From an optimization exercise on the open Yosys and OpenROAD flow, aimed at small area and a short achievable clock period; shortcuts taken in it are not production practice. In this exercise RTL edits were held to simulation tests only and were not proved equivalent to the original. The clock port is modelled as an ideal driver; clocking choices that lean on that would not hold on a real chip. Power figures rest on the tool's default switching activity, not on a simulated workload.

==> flow/design.v <==
`timescale 1ns / 1ps
module conv( input clk, input data_in, input [1:0]row_in, input [1:0]col_in,
input signed [7:0]data, output reg signed [7:0]out );
reg [7:0] n00, n01, n02, x20, x21, x22;
wire w0 = data_in & (row_in == 2'd0);
wire w2 = data_in & (row_in == 2'd2);
always @(posedge clk) begin
  if (w0 & (col_in == 2'd0)) n00 <= ~data;
  if (w0 & (col_in == 2'd1)) n01 <= ~data;
  if (w0 & (col_in == 2'd2)) n02 <= ~data;
  if (w2 & (col_in == 2'd0)) x20 <= data;
  if (w2 & (col_in == 2'd1)) x21 <= data;
  if (w2 & (col_in == 2'd2)) x22 <= data;
end
wire [10:0] a = {3'b0, x20}, b = {3'b0, x22}, c = {3'b0, n00};
wire [10:0] d = {3'b0, n02}, e = {2'b0, x21, 1'b0}, f = {2'b0, n01, 1'b0};
wire [10:0] s1 = a ^ b ^ c;
wire [10:0] c1 = {(a & b | a & c | b & c), 1'b1};
wire [10:0] s2 = d ^ e ^ f;
wire [10:0] maj2 = d & e | d & f | e & f;    
wire [10:0] c2 = {maj2[9:1], 1'b1, 1'b0};
wire [10:0] s3 = s1 ^ c1 ^ s2;
wire [10:0] c3 = {(s1 & c1 | s1 & s2 | c1 & s2), 1'b1};
wire [10:0] s4 = s3 ^ c3 ^ c2;
wire [10:0] c4 = {(s3 & c3 | s3 & c2 | c3 & c2), 1'b0};
wire [7:0] g = s4[7:0] & c4[7:0];
wire [7:0] p = s4[7:0] ^ c4[7:0];
wire [7:0] g1, p1, g2, p2, g3;
genvar i;
generate for (i = 0; i < 8; i = i + 1) begin : ks
  assign g1[i] = (i >= 1) ? g[i] | p[i] & g[i-1] : g[i];
  assign p1[i] = (i >= 1) ? p[i] & p[i-1] : p[i];
  assign g2[i] = (i >= 2) ? g1[i] | p1[i] & g1[i-2] : g1[i];
  assign p2[i] = (i >= 2) ? p1[i] & p1[i-2] : p1[i];
  assign g3[i] = (i >= 4) ? g2[i] | p2[i] & g2[i-4] : g2[i];
end endgenerate
wire [8:0] cy = {g3, 1'b0};           
wire g1_copy = ~(~s4[1] | ~c4[1]);
wire [7:0] lo = p ^ {cy[7:3], g1_copy, cy[1:0]};
localparam [127:0] HTAB = 128'hfffffffffffffffbfffbb220b2200000;
wire [4:0] hb = {c4[10], c4[9], s4[9], c4[8], s4[8]};
wire [3:0] hf = HTAB[hb*4 +: 4];
wire sat  = cy[8] ? hf[0] : hf[2];
wire pass = cy[8] ? hf[1] : hf[3];
wire hold = data_in;
always @(posedge clk)
  out <= {8{hold}} & out | {8{~hold & sat}} | {8{~hold & pass}} & lo;
endmodule
==> flow/config.mk <==
export PLATFORM = sky130hd
export DESIGN_NAME = conv
export DESIGN_NICKNAME = conv
export VERILOG_FILES = /design/flow/design.v
export SDC_FILE = /design/flow/constraint.sdc
export NUM_CORES = 4
export LEC_CHECK = 0
export CAP_MARGIN = 20
export CORE_MARGIN = 2
export CORE_UTILIZATION = 40
export SLEW_MARGIN = 20
==> flow/constraint.sdc <==
create_clock -name core_clock -period 6.0 [get_ports {clk}]
set_input_delay 1.2000 -clock core_clock [delete_from_list [all_inputs] [get_ports {clk}]]
set_output_delay 1.2000 -clock core_clock [all_outputs]
set_load 0.01 [all_outputs]
standard.sh (not shown) runs the stock make flow with config.mk's settings and CLKGATE_MAP_FILE= SYNTH_SCRIPT=/design/flow/synth_recipe.tcl, a recipe that flattens the netlist after the stock synthesis.
==> flow/flow/run.sh <==
#!/bin/bash
# The standard ORFS flow (the standard.sh) with these changes:
#  - synthesis without Yosys's early ABC pass (SYNTH_ARGS=-noabc), ABC area script;
#  - extra don't-use cells: sky130_fd_sc_hd__ha_1 sky130_fd_sc_hd__ha_2 sky130_fd_sc_hd__ha_4
#  - port buffers of a chosen cell;
#  - flow/skew.tcl after clock tree synthesis, which delays the clock of the out
#    register (useful skew for the paths from the window registers into it).
# The full output of the tools goes to standard.log here (ORFS's own logs are under orfs/logs).
export SKEW_DRV_CELL=sky130_fd_sc_hd__clkbuf_4
export SKEW_REPAIR_GAIN=0.15
export SKEW_OUT_MARGIN=0
# The platform's don't-use list, then the extra cells.
DU="sky130_fd_sc_hd__lpflow_bleeder_1 sky130_fd_sc_hd__lpflow_clkbufkapwr_1 sky130_fd_sc_hd__lpflow_clkbufkapwr_16 sky130_fd_sc_hd__lpflow_clkbufkapwr_2 sky130_fd_sc_hd__lpflow_clkbufkapwr_4 sky130_fd_sc_hd__lpflow_clkbufkapwr_8 sky130_fd_sc_hd__lpflow_clkinvkapwr_1 sky130_fd_sc_hd__lpflow_clkinvkapwr_16 sky130_fd_sc_hd__lpflow_clkinvkapwr_2 sky130_fd_sc_hd__lpflow_clkinvkapwr_4 sky130_fd_sc_hd__lpflow_clkinvkapwr_8 sky130_fd_sc_hd__lpflow_decapkapwr_12 sky130_fd_sc_hd__lpflow_decapkapwr_3 sky130_fd_sc_hd__lpflow_decapkapwr_4 sky130_fd_sc_hd__lpflow_decapkapwr_6 sky130_fd_sc_hd__lpflow_decapkapwr_8 sky130_fd_sc_hd__lpflow_inputiso0n_1 sky130_fd_sc_hd__lpflow_inputiso0p_1 sky130_fd_sc_hd__lpflow_inputiso1n_1 sky130_fd_sc_hd__lpflow_inputiso1p_1 sky130_fd_sc_hd__lpflow_inputisolatch_1 sky130_fd_sc_hd__lpflow_isobufsrc_1 sky130_fd_sc_hd__lpflow_isobufsrc_16 sky130_fd_sc_hd__lpflow_isobufsrc_2 sky130_fd_sc_hd__lpflow_isobufsrc_4 sky130_fd_sc_hd__lpflow_isobufsrc_8 sky130_fd_sc_hd__lpflow_isobufsrckapwr_16 sky130_fd_sc_hd__lpflow_lsbuf_lh_hl_isowell_tap_1 sky130_fd_sc_hd__lpflow_lsbuf_lh_hl_isowell_tap_2 sky130_fd_sc_hd__lpflow_lsbuf_lh_hl_isowell_tap_4 sky130_fd_sc_hd__lpflow_lsbuf_lh_isowell_4 sky130_fd_sc_hd__lpflow_lsbuf_lh_isowell_tap_1 sky130_fd_sc_hd__lpflow_lsbuf_lh_isowell_tap_2 sky130_fd_sc_hd__lpflow_lsbuf_lh_isowell_tap_4 sky130_fd_sc_hd__probe_p_8 sky130_fd_sc_hd__probec_p_8  sky130_fd_sc_hd__ha_1 sky130_fd_sc_hd__ha_2 sky130_fd_sc_hd__ha_4"
bash standard.sh DONT_USE_CELLS="$DU" SYNTH_ARGS=-noabc ABC_AREA=1 BUFFER_PORTS_ARGS='-buffer_cell sky130_fd_sc_hd__buf_2' CORE_UTILIZATION=60 HOLD_SLACK_MARGIN=0.1  POST_CTS_TCL=$PWD/flow/skew.tcl finish > standard.log 2>&1
==> flow/flow/skew.tcl <==
# Useful skew for the paths from the window registers into the out register:
# after clock tree synthesis, delay the clock of the out flip-flops with a
# buffer (SKEW_DRV_CELL) and a chain of delay cells in front of it. Each cell
# of the chain is chosen from a list by the worst setup slack it gives, and the
# chain stops when no cell improves that slack.
proc skew_env {name default} {
  if {[info exists ::env($name)] && $::env($name) ne ""} { return $::env($name) }
  return $default
}
set drv_cell [skew_env SKEW_DRV_CELL sky130_fd_sc_hd__clkbuf_4]
set cands [skew_env SKEW_CANDS {sky130_fd_sc_hd__clkdlybuf4s50_1 sky130_fd_sc_hd__clkdlybuf4s25_1 sky130_fd_sc_hd__clkdlybuf4s18_1 sky130_fd_sc_hd__clkdlybuf4s15_1 sky130_fd_sc_hd__clkbuf_1}]
set max_cells [skew_env SKEW_MAX_CELLS 6]
set skew_out_margin [skew_env SKEW_OUT_MARGIN 0]

# The slack the skew trades: the worst of the paths into the out flip-flops
# and the paths from them to the output ports.
proc skew_ws {} {
  estimate_parasitics -placement
  set d [get_pins -of_objects $::skew_out_regs -filter "direction == input"]
  set a [get_property [find_timing_paths -to $d -path_delay max] slack]
  set b [get_property [find_timing_paths -to [all_outputs] -path_delay max] slack]
  return [expr {min($a, $b - $::skew_out_margin)}]
}
proc skew_input_pin {inst} {
  return [get_pins -of_objects [get_cells $inst] -filter "direction == input"]
}

set pins {}
foreach pin [all_registers -clock_pins] {
  if {[string match {out\[*} [get_full_name $pin]]} { lappend pins $pin }
}
puts "skew: [llength $pins] out clock pins"
set skew_out_regs [get_cells -of_objects $pins]
set ws0 [skew_ws]
puts "skew: worst setup slack without skew $ws0"
set head [insert_buffer -buffer_cell $drv_cell -load_pins $pins -load_pins_on_diff_nets -buffer_name skew_drv -net_name skew_net]
set ws [skew_ws]
puts "skew: driver $head ($drv_cell): worst setup slack $ws"
if {$ws <= $ws0} {
  remove_buffers $head
  estimate_parasitics -placement
  puts "skew: no gain, driver removed"
} else {
  for {set i 0} {$i < $max_cells} {incr i} {
    set x [insert_buffer -buffer_cell [lindex $cands 0] -load_pins [skew_input_pin $head] -buffer_name skew_dly$i -net_name skew_net]
    set best ""
    set best_ws $ws
    foreach c $cands {
      replace_cell $x $c
      set w [skew_ws]
      puts "skew:   $c: $w"
      if {$w > $best_ws + 0.002} { set best $c; set best_ws $w }
    }
    if {$best eq ""} {
      remove_buffers $x
      estimate_parasitics -placement
      puts "skew: no cell improves the slack; chain done"
      break
    }
    replace_cell $x $best
    set head $x
    set ws [skew_ws]
    puts "skew: added $x ($best): worst setup slack $ws"
  }
}
# Optionally, size up cells on the worst paths once the skew is in place.
set gain [skew_env SKEW_REPAIR_GAIN 0]
if {$gain > 0} {
  estimate_parasitics -placement
  set ws [worst_slack -max]
  repair_timing -setup -setup_margin [expr {$ws + $gain}] -sequence [skew_env SKEW_REPAIR_SEQ "sizeup,swap"] -verbose
  estimate_parasitics -placement
  puts "skew: after repair, worst setup slack [worst_slack -max]"
}
foreach n [[ord::get_db_block] getNets] {
  if {[string match skew_net* [$n getName]]} { $n setSigType CLOCK }
}
detailed_placement
check_placement -verbose
estimate_parasitics -placement
puts "skew: final worst setup slack [worst_slack -max]"
The baseline failed in clock tree synthesis (4_1_cts).
Edit:
--- a/flow/flow/run.sh
+++ b/flow/flow/run.sh
@@ -9,6 +9,5 @@
 export SKEW_DRV_CELL=sky130_fd_sc_hd__clkbuf_4
 export SKEW_REPAIR_GAIN=0.15
-export SKEW_OUT_MARGIN=0
 # The platform's don't-use list, then the extra cells.
 DU="sky130_fd_sc_hd__lpflow_bleeder_1 sky130_fd_sc_hd__lpflow_clkbufkapwr_1 sky130_fd_sc_hd__lpflow_clkbufkapwr_16 sky130_fd_sc_hd__lpflow_clkbufkapwr_2 sky130_fd_sc_hd__lpflow_clkbufkapwr_4 sky130_fd_sc_hd__lpflow_clkbufkapwr_8 sky130_fd_sc_hd__lpflow_clkinvkapwr_1 sky130_fd_sc_hd__lpflow_clkinvkapwr_16 sky130_fd_sc_hd__lpflow_clkinvkapwr_2 sky130_fd_sc_hd__lpflow_clkinvkapwr_4 sky130_fd_sc_hd__lpflow_clkinvkapwr_8 sky130_fd_sc_hd__lpflow_decapkapwr_12 sky130_fd_sc_hd__lpflow_decapkapwr_3 sky130_fd_sc_hd__lpflow_decapkapwr_4 sky130_fd_sc_hd__lpflow_decapkapwr_6 sky130_fd_sc_hd__lpflow_decapkapwr_8 sky130_fd_sc_hd__lpflow_inputiso0n_1 sky130_fd_sc_hd__lpflow_inputiso0p_1 sky130_fd_sc_hd__lpflow_inputiso1n_1 sky130_fd_sc_hd__lpflow_inputiso1p_1 sky130_fd_sc_hd__lpflow_inputisolatch_1 sky130_fd_sc_hd__lpflow_isobufsrc_1 sky130_fd_sc_hd__lpflow_isobufsrc_16 sky130_fd_sc_hd__lpflow_isobufsrc_2 sky130_fd_sc_hd__lpflow_isobufsrc_4 sky130_fd_sc_hd__lpflow_isobufsrc_8 sky130_fd_sc_hd__lpflow_isobufsrckapwr_16 sky130_fd_sc_hd__lpflow_lsbuf_lh_hl_isowell_tap_1 sky130_fd_sc_hd__lpflow_lsbuf_lh_hl_isowell_tap_2 sky130_fd_sc_hd__lpflow_lsbuf_lh_hl_isowell_tap_4 sky130_fd_sc_hd__lpflow_lsbuf_lh_isowell_4 sky130_fd_sc_hd__lpflow_lsbuf_lh_isowell_tap_1 sky130_fd_sc_hd__lpflow_lsbuf_lh_isowell_tap_2 sky130_fd_sc_hd__lpflow_lsbuf_lh_isowell_tap_4 sky130_fd_sc_hd__probe_p_8 sky130_fd_sc_hd__probec_p_8  sky130_fd_sc_hd__ha_1 sky130_fd_sc_hd__ha_2 sky130_fd_sc_hd__ha_4"
-bash standard.sh DONT_USE_CELLS="$DU" SYNTH_ARGS=-noabc ABC_AREA=1 BUFFER_PORTS_ARGS='-buffer_cell sky130_fd_sc_hd__buf_2' CORE_UTILIZATION=60 HOLD_SLACK_MARGIN=0.1  POST_CTS_TCL=$PWD/flow/skew.tcl finish > standard.log 2>&1
+bash standard.sh DONT_USE_CELLS="$DU" SYNTH_ARGS=-noabc ABC_AREA=1 BUFFER_PORTS_ARGS='-buffer_cell sky130_fd_sc_hd__buf_2' CORE_UTILIZATION=60 HOLD_SLACK_MARGIN=0.1 ABC_AREA=0 POST_CTS_TCL=$PWD/flow/skew.tcl finish > standard.log 2>&1
--- a/flow/flow/skew.tcl
+++ b/flow/flow/skew.tcl
@@ -11,14 +11,8 @@
 set cands [skew_env SKEW_CANDS {sky130_fd_sc_hd__clkdlybuf4s50_1 sky130_fd_sc_hd__clkdlybuf4s25_1 sky130_fd_sc_hd__clkdlybuf4s18_1 sky130_fd_sc_hd__clkdlybuf4s15_1 sky130_fd_sc_hd__clkbuf_1}]
 set max_cells [skew_env SKEW_MAX_CELLS 6]
-set skew_out_margin [skew_env SKEW_OUT_MARGIN 0]
 
-# The slack the skew trades: the worst of the paths into the out flip-flops
-# and the paths from them to the output ports.
 proc skew_ws {} {
   estimate_parasitics -placement
-  set d [get_pins -of_objects $::skew_out_regs -filter "direction == input"]
-  set a [get_property [find_timing_paths -to $d -path_delay max] slack]
-  set b [get_property [find_timing_paths -to [all_outputs] -path_delay max] slack]
-  return [expr {min($a, $b - $::skew_out_margin)}]
+  return [worst_slack -max]
 }
 proc skew_input_pin {inst} {
@@ -31,5 +25,4 @@
 }
 puts "skew: [llength $pins] out clock pins"
-set skew_out_regs [get_cells -of_objects $pins]
 set ws0 [skew_ws]
 puts "skew: worst setup slack without skew $ws0"
@@ -67,9 +60,7 @@
 set gain [skew_env SKEW_REPAIR_GAIN 0]
 if {$gain > 0} {
-  estimate_parasitics -placement
-  set ws [worst_slack -max]
+  set ws [skew_ws]
   repair_timing -setup -setup_margin [expr {$ws + $gain}] -sequence [skew_env SKEW_REPAIR_SEQ "sizeup,swap"] -verbose
-  estimate_parasitics -placement
-  puts "skew: after repair, worst setup slack [worst_slack -max]"
+  puts "skew: after repair, worst setup slack [skew_ws]"
 }
 foreach n [[ord::get_db_block] getNets] {
Outcome: With this change the flow completed with no timing, DRC or antenna violations; area after synthesis falls by 4.6%; synthesized cell count fell by 30%.
Edit:
--- a/flow/flow/run.sh
+++ b/flow/flow/run.sh
@@ -9,5 +9,6 @@
 export SKEW_DRV_CELL=sky130_fd_sc_hd__clkbuf_4
 export SKEW_REPAIR_GAIN=0.15
+export SKEW_OUT_MARGIN=0
 # The platform's don't-use list, then the extra cells.
 DU="sky130_fd_sc_hd__lpflow_bleeder_1 sky130_fd_sc_hd__lpflow_clkbufkapwr_1 sky130_fd_sc_hd__lpflow_clkbufkapwr_16 sky130_fd_sc_hd__lpflow_clkbufkapwr_2 sky130_fd_sc_hd__lpflow_clkbufkapwr_4 sky130_fd_sc_hd__lpflow_clkbufkapwr_8 sky130_fd_sc_hd__lpflow_clkinvkapwr_1 sky130_fd_sc_hd__lpflow_clkinvkapwr_16 sky130_fd_sc_hd__lpflow_clkinvkapwr_2 sky130_fd_sc_hd__lpflow_clkinvkapwr_4 sky130_fd_sc_hd__lpflow_clkinvkapwr_8 sky130_fd_sc_hd__lpflow_decapkapwr_12 sky130_fd_sc_hd__lpflow_decapkapwr_3 sky130_fd_sc_hd__lpflow_decapkapwr_4 sky130_fd_sc_hd__lpflow_decapkapwr_6 sky130_fd_sc_hd__lpflow_decapkapwr_8 sky130_fd_sc_hd__lpflow_inputiso0n_1 sky130_fd_sc_hd__lpflow_inputiso0p_1 sky130_fd_sc_hd__lpflow_inputiso1n_1 sky130_fd_sc_hd__lpflow_inputiso1p_1 sky130_fd_sc_hd__lpflow_inputisolatch_1 sky130_fd_sc_hd__lpflow_isobufsrc_1 sky130_fd_sc_hd__lpflow_isobufsrc_16 sky130_fd_sc_hd__lpflow_isobufsrc_2 sky130_fd_sc_hd__lpflow_isobufsrc_4 sky130_fd_sc_hd__lpflow_isobufsrc_8 sky130_fd_sc_hd__lpflow_isobufsrckapwr_16 sky130_fd_sc_hd__lpflow_lsbuf_lh_hl_isowell_tap_1 sky130_fd_sc_hd__lpflow_lsbuf_lh_hl_isowell_tap_2 sky130_fd_sc_hd__lpflow_lsbuf_lh_hl_isowell_tap_4 sky130_fd_sc_hd__lpflow_lsbuf_lh_isowell_4 sky130_fd_sc_hd__lpflow_lsbuf_lh_isowell_tap_1 sky130_fd_sc_hd__lpflow_lsbuf_lh_isowell_tap_2 sky130_fd_sc_hd__lpflow_lsbuf_lh_isowell_tap_4 sky130_fd_sc_hd__probe_p_8 sky130_fd_sc_hd__probec_p_8  sky130_fd_sc_hd__ha_1 sky130_fd_sc_hd__ha_2 sky130_fd_sc_hd__ha_4"
-bash standard.sh DONT_USE_CELLS="$DU" SYNTH_ARGS=-noabc ABC_AREA=1 BUFFER_PORTS_ARGS='-buffer_cell sky130_fd_sc_hd__buf_2' CORE_UTILIZATION=60 HOLD_SLACK_MARGIN=0.1 ABC_AREA=0 POST_CTS_TCL=$PWD/flow/skew.tcl finish > standard.log 2>&1
+bash standard.sh DONT_USE_CELLS="$DU" SYNTH_ARGS=-noabc ABC_AREA=1 BUFFER_PORTS_ARGS='-buffer_cell sky130_fd_sc_hd__buf_2' CORE_UTILIZATION=60 HOLD_SLACK_MARGIN=0.1  POST_CTS_TCL=$PWD/flow/skew.tcl finish > standard.log 2>&1
--- a/flow/flow/skew.tcl
+++ b/flow/flow/skew.tcl
@@ -11,8 +11,14 @@
 set cands [skew_env SKEW_CANDS {sky130_fd_sc_hd__clkdlybuf4s50_1 sky130_fd_sc_hd__clkdlybuf4s25_1 sky130_fd_sc_hd__clkdlybuf4s18_1 sky130_fd_sc_hd__clkdlybuf4s15_1 sky130_fd_sc_hd__clkbuf_1}]
 set max_cells [skew_env SKEW_MAX_CELLS 6]
+set ::skew_out_margin [skew_env SKEW_OUT_MARGIN 0]
 
+# The slack the skew trades: the worst of the paths into the out flip-flops
+# and the paths from them to the output ports.
 proc skew_ws {} {
   estimate_parasitics -placement
-  return [worst_slack -max]
+  set d [get_pins -of_objects $::skew_out_regs -filter "direction == input"]
+  set a [get_property [find_timing_paths -to $d -path_delay max] slack]
+  set b [get_property [find_timing_paths -to [all_outputs] -path_delay max] slack]
+  return [expr {min($a, $b - $::skew_out_margin)}]
 }
 proc skew_input_pin {inst} {
@@ -25,4 +31,5 @@
 }
 puts "skew: [llength $pins] out clock pins"
+set ::skew_out_regs [get_cells -of_objects $pins]
 set ws0 [skew_ws]
 puts "skew: worst setup slack without skew $ws0"
@@ -60,7 +67,9 @@
 set gain [skew_env SKEW_REPAIR_GAIN 0]
 if {$gain > 0} {
-  set ws [skew_ws]
+  estimate_parasitics -placement
+  set ws [worst_slack -max]
   repair_timing -setup -setup_margin [expr {$ws + $gain}] -sequence [skew_env SKEW_REPAIR_SEQ "sizeup,swap"] -verbose
-  puts "skew: after repair, worst setup slack [skew_ws]"
+  estimate_parasitics -placement
+  puts "skew: after repair, worst setup slack [worst_slack -max]"
 }
 foreach n [[ord::get_db_block] getNets] {
Effect: Power goes down by about 1.3%. Die area goes up by 4.6%. Global-route usage goes up by 0.25 points. Utilization goes down by 3.5 points. Critical path depth does not change. Via count goes up by about 20%. Worst setup slack improves by 67 ps. Fmax goes up by 2.6%.
Edit:
--- a/flow/flow/run.sh
+++ b/flow/flow/run.sh
@@ -9,5 +9,5 @@
 export SKEW_DRV_CELL=sky130_fd_sc_hd__clkbuf_4
 export SKEW_REPAIR_GAIN=0.15
-export SKEW_OUT_MARGIN=0
+export SKEW_OUT_MARGIN=0.06
 # The platform's don't-use list, then the extra cells.
 DU="sky130_fd_sc_hd__lpflow_bleeder_1 sky130_fd_sc_hd__lpflow_clkbufkapwr_1 sky130_fd_sc_hd__lpflow_clkbufkapwr_16 sky130_fd_sc_hd__lpflow_clkbufkapwr_2 sky130_fd_sc_hd__lpflow_clkbufkapwr_4 sky130_fd_sc_hd__lpflow_clkbufkapwr_8 sky130_fd_sc_hd__lpflow_clkinvkapwr_1 sky130_fd_sc_hd__lpflow_clkinvkapwr_16 sky130_fd_sc_hd__lpflow_clkinvkapwr_2 sky130_fd_sc_hd__lpflow_clkinvkapwr_4 sky130_fd_sc_hd__lpflow_clkinvkapwr_8 sky130_fd_sc_hd__lpflow_decapkapwr_12 sky130_fd_sc_hd__lpflow_decapkapwr_3 sky130_fd_sc_hd__lpflow_decapkapwr_4 sky130_fd_sc_hd__lpflow_decapkapwr_6 sky130_fd_sc_hd__lpflow_decapkapwr_8 sky130_fd_sc_hd__lpflow_inputiso0n_1 sky130_fd_sc_hd__lpflow_inputiso0p_1 sky130_fd_sc_hd__lpflow_inputiso1n_1 sky130_fd_sc_hd__lpflow_inputiso1p_1 sky130_fd_sc_hd__lpflow_inputisolatch_1 sky130_fd_sc_hd__lpflow_isobufsrc_1 sky130_fd_sc_hd__lpflow_isobufsrc_16 sky130_fd_sc_hd__lpflow_isobufsrc_2 sky130_fd_sc_hd__lpflow_isobufsrc_4 sky130_fd_sc_hd__lpflow_isobufsrc_8 sky130_fd_sc_hd__lpflow_isobufsrckapwr_16 sky130_fd_sc_hd__lpflow_lsbuf_lh_hl_isowell_tap_1 sky130_fd_sc_hd__lpflow_lsbuf_lh_hl_isowell_tap_2 sky130_fd_sc_hd__lpflow_lsbuf_lh_hl_isowell_tap_4 sky130_fd_sc_hd__lpflow_lsbuf_lh_isowell_4 sky130_fd_sc_hd__lpflow_lsbuf_lh_isowell_tap_1 sky130_fd_sc_hd__lpflow_lsbuf_lh_isowell_tap_2 sky130_fd_sc_hd__lpflow_lsbuf_lh_isowell_tap_4 sky130_fd_sc_hd__probe_p_8 sky130_fd_sc_hd__probec_p_8  sky130_fd_sc_hd__ha_1 sky130_fd_sc_hd__ha_2 sky130_fd_sc_hd__ha_4"
--- a/flow/flow/skew.tcl
+++ b/flow/flow/skew.tcl
@@ -11,5 +11,5 @@
 set cands [skew_env SKEW_CANDS {sky130_fd_sc_hd__clkdlybuf4s50_1 sky130_fd_sc_hd__clkdlybuf4s25_1 sky130_fd_sc_hd__clkdlybuf4s18_1 sky130_fd_sc_hd__clkdlybuf4s15_1 sky130_fd_sc_hd__clkbuf_1}]
 set max_cells [skew_env SKEW_MAX_CELLS 6]
-set ::skew_out_margin [skew_env SKEW_OUT_MARGIN 0]
+set skew_out_margin [skew_env SKEW_OUT_MARGIN 0]
 
 # The slack the skew trades: the worst of the paths into the out flip-flops
@@ -31,5 +31,5 @@
 }
 puts "skew: [llength $pins] out clock pins"
-set ::skew_out_regs [get_cells -of_objects $pins]
+set skew_out_regs [get_cells -of_objects $pins]
 set ws0 [skew_ws]
 puts "skew: worst setup slack without skew $ws0"
The new run ended with an error in clock tree synthesis (4_1_cts).
Area after synthesis does not change.
Synthesized cell count does not change.
Edit:
--- a/flow/flow/run.sh
+++ b/flow/flow/run.sh
@@ -8,6 +8,5 @@
 # The full output of the tools goes to standard.log here (ORFS's own logs are under orfs/logs).
 export SKEW_DRV_CELL=sky130_fd_sc_hd__clkbuf_4
-export SKEW_REPAIR_GAIN=0.15
-export SKEW_OUT_MARGIN=0.06
+export SKEW_REPAIR_GAIN=0.3
 # The platform's don't-use list, then the extra cells.
 DU="sky130_fd_sc_hd__lpflow_bleeder_1 sky130_fd_sc_hd__lpflow_clkbufkapwr_1 sky130_fd_sc_hd__lpflow_clkbufkapwr_16 sky130_fd_sc_hd__lpflow_clkbufkapwr_2 sky130_fd_sc_hd__lpflow_clkbufkapwr_4 sky130_fd_sc_hd__lpflow_clkbufkapwr_8 sky130_fd_sc_hd__lpflow_clkinvkapwr_1 sky130_fd_sc_hd__lpflow_clkinvkapwr_16 sky130_fd_sc_hd__lpflow_clkinvkapwr_2 sky130_fd_sc_hd__lpflow_clkinvkapwr_4 sky130_fd_sc_hd__lpflow_clkinvkapwr_8 sky130_fd_sc_hd__lpflow_decapkapwr_12 sky130_fd_sc_hd__lpflow_decapkapwr_3 sky130_fd_sc_hd__lpflow_decapkapwr_4 sky130_fd_sc_hd__lpflow_decapkapwr_6 sky130_fd_sc_hd__lpflow_decapkapwr_8 sky130_fd_sc_hd__lpflow_inputiso0n_1 sky130_fd_sc_hd__lpflow_inputiso0p_1 sky130_fd_sc_hd__lpflow_inputiso1n_1 sky130_fd_sc_hd__lpflow_inputiso1p_1 sky130_fd_sc_hd__lpflow_inputisolatch_1 sky130_fd_sc_hd__lpflow_isobufsrc_1 sky130_fd_sc_hd__lpflow_isobufsrc_16 sky130_fd_sc_hd__lpflow_isobufsrc_2 sky130_fd_sc_hd__lpflow_isobufsrc_4 sky130_fd_sc_hd__lpflow_isobufsrc_8 sky130_fd_sc_hd__lpflow_isobufsrckapwr_16 sky130_fd_sc_hd__lpflow_lsbuf_lh_hl_isowell_tap_1 sky130_fd_sc_hd__lpflow_lsbuf_lh_hl_isowell_tap_2 sky130_fd_sc_hd__lpflow_lsbuf_lh_hl_isowell_tap_4 sky130_fd_sc_hd__lpflow_lsbuf_lh_isowell_4 sky130_fd_sc_hd__lpflow_lsbuf_lh_isowell_tap_1 sky130_fd_sc_hd__lpflow_lsbuf_lh_isowell_tap_2 sky130_fd_sc_hd__lpflow_lsbuf_lh_isowell_tap_4 sky130_fd_sc_hd__probe_p_8 sky130_fd_sc_hd__probec_p_8  sky130_fd_sc_hd__ha_1 sky130_fd_sc_hd__ha_2 sky130_fd_sc_hd__ha_4"
--- a/flow/flow/skew.tcl
+++ b/flow/flow/skew.tcl
@@ -11,14 +11,8 @@
 set cands [skew_env SKEW_CANDS {sky130_fd_sc_hd__clkdlybuf4s50_1 sky130_fd_sc_hd__clkdlybuf4s25_1 sky130_fd_sc_hd__clkdlybuf4s18_1 sky130_fd_sc_hd__clkdlybuf4s15_1 sky130_fd_sc_hd__clkbuf_1}]
 set max_cells [skew_env SKEW_MAX_CELLS 6]
-set skew_out_margin [skew_env SKEW_OUT_MARGIN 0]
 
-# The slack the skew trades: the worst of the paths into the out flip-flops
-# and the paths from them to the output ports.
 proc skew_ws {} {
   estimate_parasitics -placement
-  set d [get_pins -of_objects $::skew_out_regs -filter "direction == input"]
-  set a [get_property [find_timing_paths -to $d -path_delay max] slack]
-  set b [get_property [find_timing_paths -to [all_outputs] -path_delay max] slack]
-  return [expr {min($a, $b - $::skew_out_margin)}]
+  return [worst_slack -max]
 }
 proc skew_input_pin {inst} {
@@ -31,5 +25,4 @@
 }
 puts "skew: [llength $pins] out clock pins"
-set skew_out_regs [get_cells -of_objects $pins]
 set ws0 [skew_ws]
 puts "skew: worst setup slack without skew $ws0"
@@ -67,9 +60,7 @@
 set gain [skew_env SKEW_REPAIR_GAIN 0]
 if {$gain > 0} {
-  estimate_parasitics -placement
-  set ws [worst_slack -max]
+  set ws [skew_ws]
   repair_timing -setup -setup_margin [expr {$ws + $gain}] -sequence [skew_env SKEW_REPAIR_SEQ "sizeup,swap"] -verbose
-  estimate_parasitics -placement
-  puts "skew: after repair, worst setup slack [worst_slack -max]"
+  puts "skew: after repair, worst setup slack [skew_ws]"
 }
 foreach n [[ord::get_db_block] getNets] {
=> The new run finished clean; area after synthesis is unchanged; synthesized cell count stays the same.

==> afterwards: timing with drivers on the ports <==
Ports are ideal in the flow. The routed layouts listed here were re-timed in OpenROAD. Step 1, drivers: a clkbuf_16 drives clk and a buf_2 each remaining input, both assumed. Step 2, shift: input delay + t, output delay - t, t = (earliest + latest rising clock arrival at the registers) / 2. This alone moves slack from input paths to output paths. Slacks: ideal / step 1 / step 2; pairs: ideal / step 1.
| run | t (ns) | setup slack, ns | latest minus earliest clock arrival (ns) | worst register clock-pin slew, ns | cell pins on the clock port's net |
|---|---|---|---|---|---|
| the second run | 0.674 | 3.332 / 3.305 / 2.813 | 0.726 / 0.726 | 0.10 / 0.10 | 1 |
| the third run | 0.618 | 3.399 / 3.371 / 2.826 | 0.640 / 0.640 | 0.10 / 0.10 | 1 |
| the fifth run | 0.621 | 3.430 / 3.403 / 2.908 | 0.642 / 0.642 | 0.10 / 0.10 | 1 |
Clock arrivals are far apart in every run listed, so t is only a midpoint there and step 2 fits no single register. For the third run, which loses most, drivers alone change the setup slack by -0.028 ns; drivers and shift together by -0.573 ns.
